From an optimization exercise on the open Yosys and OpenROAD flow, aimed at small area, a short achievable clock period and few clock cycles per item; shortcuts taken in it are not production practice.
Where RTL was checked, it was by simulation tests only, not by an equivalence proof against the original.
Power is estimated from default activity; no workload was simulated.

==> nickel: inputs <==
// main
module main(
    input clk, rst, start,
    input [3:0] ip,
    output reg [59:0] ans,
    output reg finish
    );
    function automatic ge4(input [3:0] x, input [3:0] y);
        reg r;
        integer j;
        begin
            r = 1'b1;
            for (j = 0; j < 4; j = j + 1)
                r = (x[j] ^ y[j]) ? x[j] : r;
            ge4 = r;
        end
    endfunction
    function automatic gek(input [6:0] x, input [6:0] k);
        reg r;
        integer j;
        begin
            r = 1'b1;
            for (j = 0; j < 7; j = j + 1)
                r = k[j] ? (x[j] & r) : (x[j] | r);
            gek = r;
        end
    endfunction
    reg [3:0]  d;       
    localparam [6:0] B = 7'd26;
    reg [6:0]  cnt;     
    reg        busy;    
    reg [47:0] s;       
    reg [11:0] v;       
    wire [11:0] keep, frz;
    genvar i;
    generate
        for (i = 0; i < 12; i = i + 1) begin : pos
  ...
==> module main, before the edit <==
module main(
    input clk, rst, start,
    input [3:0] ip,
    output reg [59:0] ans,
    output reg finish
    );
    function automatic ge4(input [3:0] x, input [3:0] y);
        reg r;
        integer j;
        begin
            r = 1'b1;
            for (j = 0; j < 4; j = j + 1)
                r = (x[j] ^ y[j]) ? x[j] : r;
            ge4 = r;
        end
    endfunction
    function automatic gek(input [6:0] x, input [6:0] k);
        reg r;
        integer j;
        begin
            r = 1'b1;
            for (j = 0; j < 7; j = j + 1)
                r = k[j] ? (x[j] & r) : (x[j] | r);
            gek = r;
        end
    endfunction
    reg [3:0]  d;       
    localparam [6:0] B = 7'd26;
    reg [6:0]  cnt;     
    reg        busy;    
    reg [47:0] s;       
    reg [11:0] v;       
    wire [11:0] keep, frz;
    genvar i;
    generate
        for (i = 0; i < 12; i = i + 1) begin : pos
            assign frz[i]  = gek(cnt, B + 90 + i);
            assign keep[i] = frz[i] | (v[i] & ge4(s[4*i+:4], d));
        end
    endgenerate
    wire [11:0] vn = {keep[10:0], 1'b1};
    wire [11:0] wr = vn & ~keep;
    wire rot  = busy & gek(cnt, B + 86);
    wire addx = gek(cnt, B + 89);
    wire [11:0] nsel;
    generate
        for (i = 0; i < 12; i = i + 1) begin : sl
            assign nsel[i] = cnt == B + 88 + i;
        end
    endgenerate
    reg [3:0] ns;
    reg       nv, nw;
    integer k;
    always @(*) begin
        ns = 4'd0;
        nv = 1'b0;
        nw = 1'b0;
        for (k = 0; k < 12; k = k + 1) begin
            ns = ns | (s[4*k+:4] & {4{nsel[k]}});
            nv = nv | (vn[k] & nsel[k]);
            nw = nw | (wr[k] & nsel[k]);
        end
    end
    reg [3:0] ss;       
    reg       sv;       
    always @(posedge clk) begin
        ss <= nw ? d : ns;
        sv <= nv;
    end
    wire [3:0] x = (sv & ge4(ss, d)) ? ss : (d & {4{addx}});
    wire [3:0] a = ans[59:56];
    wire [4:0] sd;
    wire [4:0] c;
    assign c[0] = 1'b0;
    genvar j;
    generate
        for (j = 0; j < 4; j = j + 1) begin : rc
            assign sd[j] = a[j] ^ x[j] ^ c[j];
            assign c[j+1] = (a[j] & x[j]) | (c[j] & (a[j] ^ x[j]));
        end
    endgenerate
    assign sd[4] = c[4];
    wire [3:0] h = sd[4:1];
    wire cout = h[3] | (h[2] & (h[1] | h[0]));
    wire [3:0] lo = {h[3] ? (h[0] ? 3'b100 : 3'b011) :
                     cout ? {1'b0, h[1] & h[0], h[1] & ~h[0]} : h[2:0], sd[0]};
    wire [13:0] en;
    assign en[0] = 1'b1;
    generate
        for (i = 0; i < 13; i = i + 1) begin : ch
            assign en[i+1] = en[i] & ans[4*i+3] & ans[4*i];
        end
    endgenerate
    wire [13:0] inc = {14{cout}} & en & {frz[10:0], 3'b111};
    wire [59:0] turned;
    assign turned[3:0] = lo;
    generate
        for (i = 1; i < 15; i = i + 1) begin : tn
            wire [3:0] q = ans[4*(i-1)+:4];
            wire t = inc[i-1];
            wire t0 = t & q[0];
            assign turned[4*i]   = q[0] ^ t;
            assign turned[4*i+1] = q[1] ^ (t0 & ~q[3]);
            assign turned[4*i+2] = q[2] ^ (t0 & q[1]);
            assign turned[4*i+3] = q[3] ^ (t0 & (q[3] | (q[2] & q[1])));
        end
    endgenerate
    always @(posedge clk) begin
        d <= ip;
        if (rst) ans <= 60'd0;
        else if (rot) ans <= turned;
        finish <= rst | (finish ? !start : (cnt == B + 7'd100));
        busy <= !rst & (busy ? (cnt != B + 7'd100) : (finish & start));
        cnt <= busy ? cnt + 7'd1 : B;
        v <= (cnt == B) ? 12'd0 : vn;
        for (integer m = 0; m < 12; m = m + 1)
            if (wr[m]) s[4*m+:4] <= d;
    end
endmodule
==> flow/config.mk <==
export PLATFORM = sky130hd
export DESIGN_NAME = main
export DESIGN_NICKNAME = main
export VERILOG_FILES = /design/flow/design.v
export SDC_FILE = /design/flow/constraint.sdc
export NUM_CORES = 4
export LEC_CHECK = 0
export ABC_AREA = 1
export CAP_MARGIN = 20
export CORE_MARGIN = 2
export CORE_UTILIZATION = 40
export CTS_BUF_LIST = sky130_fd_sc_hd__clkbuf_8
export CTS_CLUSTER_DIAMETER = 100
export CTS_CLUSTER_SIZE = 30
export SLEW_MARGIN = 20
==> flow/constraint.sdc <==
create_clock -name core_clock -period 25.0 [get_ports {clk}]
set_input_delay 5.0000 -clock core_clock [delete_from_list [all_inputs] [get_ports {clk}]]
set_output_delay 5.0000 -clock core_clock [all_outputs]
set_load 0.01 [all_outputs]
standard.sh (not shown) runs the stock make flow with config.mk's settings and CLKGATE_MAP_FILE= SYNTH_SCRIPT=/design/flow/synth_recipe.tcl, a recipe that flattens the netlist after the stock synthesis.
==> flow/flow/run.sh <==
#!/bin/bash
# The standard layout with two changes: plain buf_1 cells as the port
# buffers, and the flip-flops that drive the outputs one size up.
set -euo pipefail
export BUFFER_PORTS_ARGS="-buffer_cell sky130_fd_sc_hd__buf_1"
export PRE_RESIZE_TCL="$PWD/flow/upsize_out.tcl"
bash standard.sh > standard.log 2>&1
==> flow/flow/upsize_out.tcl <==
# Hook run before the resize step: the flip-flops that drive output ports
# through their port buffers get a stronger drive (same function, same cell
# type, larger size), to speed up the paths to the outputs.
set n 0
foreach p [get_ports *] {
  if {[get_property $p direction] != "output"} { continue }
  set net [get_nets [get_name $p]]
  foreach pin [get_pins -of_objects $net -filter "direction==output"] {
    set buf [get_cells -of_objects $pin]
    foreach in [get_pins -of_objects $buf -filter "direction==input"] {
      set n2 [get_nets -of_objects $in]
      foreach dp [get_pins -of_objects $n2 -filter "direction==output"] {
        set ff [get_cells -of_objects $dp]
        if {[get_property $ff ref_name] == "sky130_fd_sc_hd__dfxtp_1"} {
          replace_cell $ff sky130_fd_sc_hd__dfxtp_2
          incr n
        }
      }
    }
  }
}
puts "upsize_out: $n output flip-flops upsized"
==> inputs of fjord, as changes to nickel <==
--- a/flow/design.v
+++ b/flow/design.v
@@ -25,7 +25,6 @@
         end
     endfunction
     reg [3:0]  d;       
-    localparam [6:0] B = 7'd26;
     reg [6:0]  cnt;     
     reg        busy;    
     reg [47:0] s;       
@@ -34,38 +33,30 @@
     genvar i;
     generate
         for (i = 0; i < 12; i = i + 1) begin : pos
-            assign frz[i]  = gek(cnt, B + 90 + i);
+            assign frz[i]  = gek(cnt, 90 + i);
             assign keep[i] = frz[i] | (v[i] & ge4(s[4*i+:4], d));
         end
     endgenerate
     wire [11:0] vn = {keep[10:0], 1'b1};
     wire [11:0] wr = vn & ~keep;
-    wire rot  = busy & gek(cnt, B + 86);
-    wire addx = gek(cnt, B + 89);
-    wire [11:0] nsel;
+    wire rot  = busy & gek(cnt, 86);
+    wire addx = gek(cnt, 89);
+    wire [11:0] sel;
     generate
         for (i = 0; i < 12; i = i + 1) begin : sl
-            assign nsel[i] = cnt == B + 88 + i;
+            assign sel[i] = cnt == 89 + i;
         end
     endgenerate
-    reg [3:0] ns;
-    reg       nv, nw;
+    reg  [3:0] ss;
+    reg        sv;
     integer k;
     always @(*) begin
-        ns = 4'd0;
-        nv = 1'b0;
-        nw = 1'b0;
+        ss = 4'd0;
+        sv = 1'b0;
         for (k = 0; k < 12; k = k + 1) begin
-            ns = ns | (s[4*k+:4] & {4{nsel[k]}});
-            nv = nv | (vn[k] & nsel[k]);
-            nw = nw | (wr[k] & nsel[k]);
+            ss = ss | (s[4*k+:4] & {4{sel[k]}});
+            sv = sv | (v[k] & sel[k]);
         end
-    end
-    reg [3:0] ss;       
-    reg       sv;       
-    always @(posedge clk) begin
-        ss <= nw ? d : ns;
-        sv <= nv;
     end
     wire [3:0] x = (sv & ge4(ss, d)) ? ss : (d & {4{addx}});
     wire [3:0] a = ans[59:56];
@@ -98,22 +89,21 @@
         for (i = 1; i < 15; i = i + 1) begin : tn
             wire [3:0] q = ans[4*(i-1)+:4];
             wire t = inc[i-1];
-            wire t0 = t & q[0];
             assign turned[4*i]   = q[0] ^ t;
-            assign turned[4*i+1] = q[1] ^ (t0 & ~q[3]);
-            assign turned[4*i+2] = q[2] ^ (t0 & q[1]);
-            assign turned[4*i+3] = q[3] ^ (t0 & (q[3] | (q[2] & q[1])));
+            assign turned[4*i+1] = (q[1] ^ (t & q[0])) & ~(t & q[3]);
+            assign turned[4*i+2] = q[2] ^ (t & q[1] & q[0]);
+            assign turned[4*i+3] = q[3] ^ (t & q[0] & (q[3] | (q[2] & q[1])));
         end
     endgenerate
     always @(posedge clk) begin
         d <= ip;
         if (rst) ans <= 60'd0;
         else if (rot) ans <= turned;
-        finish <= rst | (finish ? !start : (cnt == B + 7'd100));
-        busy <= !rst & (busy ? (cnt != B + 7'd100) : (finish & start));
-        cnt <= busy ? cnt + 7'd1 : B;
-        v <= (cnt == B) ? 12'd0 : vn;
-        for (integer m = 0; m < 12; m = m + 1)
-            if (wr[m]) s[4*m+:4] <= d;
+        finish <= rst | (finish ? !start : (cnt == 7'd100));
+        busy <= !rst & (busy ? (cnt != 7'd100) : (finish & start));
+        cnt <= busy ? cnt + 7'd1 : 7'd0;
+        v <= (cnt == 7'd0) ? 12'd0 : vn;
+        for (k = 0; k < 12; k = k + 1)
+            if (wr[k]) s[4*k+:4] <= d;
     end
 endmodule
==> flow/flow/run.sh (replaced) <==
#!/bin/bash
# Standard layout, with plain buffers on the ports.
set -euo pipefail
export BUFFER_PORTS_ARGS="-buffer_cell sky130_fd_sc_hd__buf_1"
bash standard.sh > standard.log 2>&1
ABC_AREA = not set   (was 1)
removed: flow/flow/upsize_out.tcl
==> notes <==
- In fjord the area after synthesis is lower than in nickel, by 6.5%.
- In nickel the die area is larger than in fjord, by about 7%.
- Clock skew is about the same in nickel and fjord.
- Power: fjord is smaller than nickel (about 4.3%).
- Against fjord, the sequential share of layout area of nickel is lower by 0.60 points.
- In fjord the setup slack is worse than in nickel, by 0.72 ns.
==> figures <==
| item | nickel | fjord |
|---|---|---|
| Result of the run | finished clean | finished clean |
| Total power divided by cell area | 55.2 nW/µm² | 56.6 nW/µm² |
| Register share of the cell area | 0.409 | 0.415 |
| Starting DRT DRC Count | 464 | 535 |
| Share of total power in sequential cells | 0.531 | 0.536 |
| Share of final layout cell area taken by non-clock buffers | 0.0358 | 0.0413 |
| Total number of vias | 6226 | 5714 |
| Period Utilization, post-route | 0.249 | 0.278 |
| Largest net degree at the start of global routing | 64 | 77 |
| Transition at the pin with the smallest max-transition slack | 0.972 ns | 0.798 ns |
| Layout sequential cell count | 138 | 133 |
| Fraction of final layout cells with drive strength greater than 1 | 0.142 | 0.0638 |
| Sequential Area | 3320 µm² | 3140 µm² |
Testbench counts of fjord, summed over its fixed seeds: cycles 19,584, lines 192.
For nickel, only the layout was checked, not whether the RTL still works.

-- re-timing with driven ports --
The flow's constraints put no driver on any port. The routed layouts listed below were extracted and timed again, unchanged, in two steps.
Step 1 assumes that a clkbuf_16 drives the clock port and a buf_2 every other input.
Step 2 also shifts input and output timing later by t, the mid clock arrival at the registers, as if the neighbouring blocks saw the same clock.
Three values: ideal, step 1, step 2; two values: the first two.
run	t (ns)	setup slack, ns	worst setup path at the end
nickel	0.475	18.773 / 18.789 / 18.315	input to register
fjord	0.480	18.051 / 18.051 / 18.051	register to register
After both steps setup and hold are still met in every run listed. For nickel, which loses most, drivers alone change the setup slack by +0.016 ns; drivers and shift together by -0.458 ns.
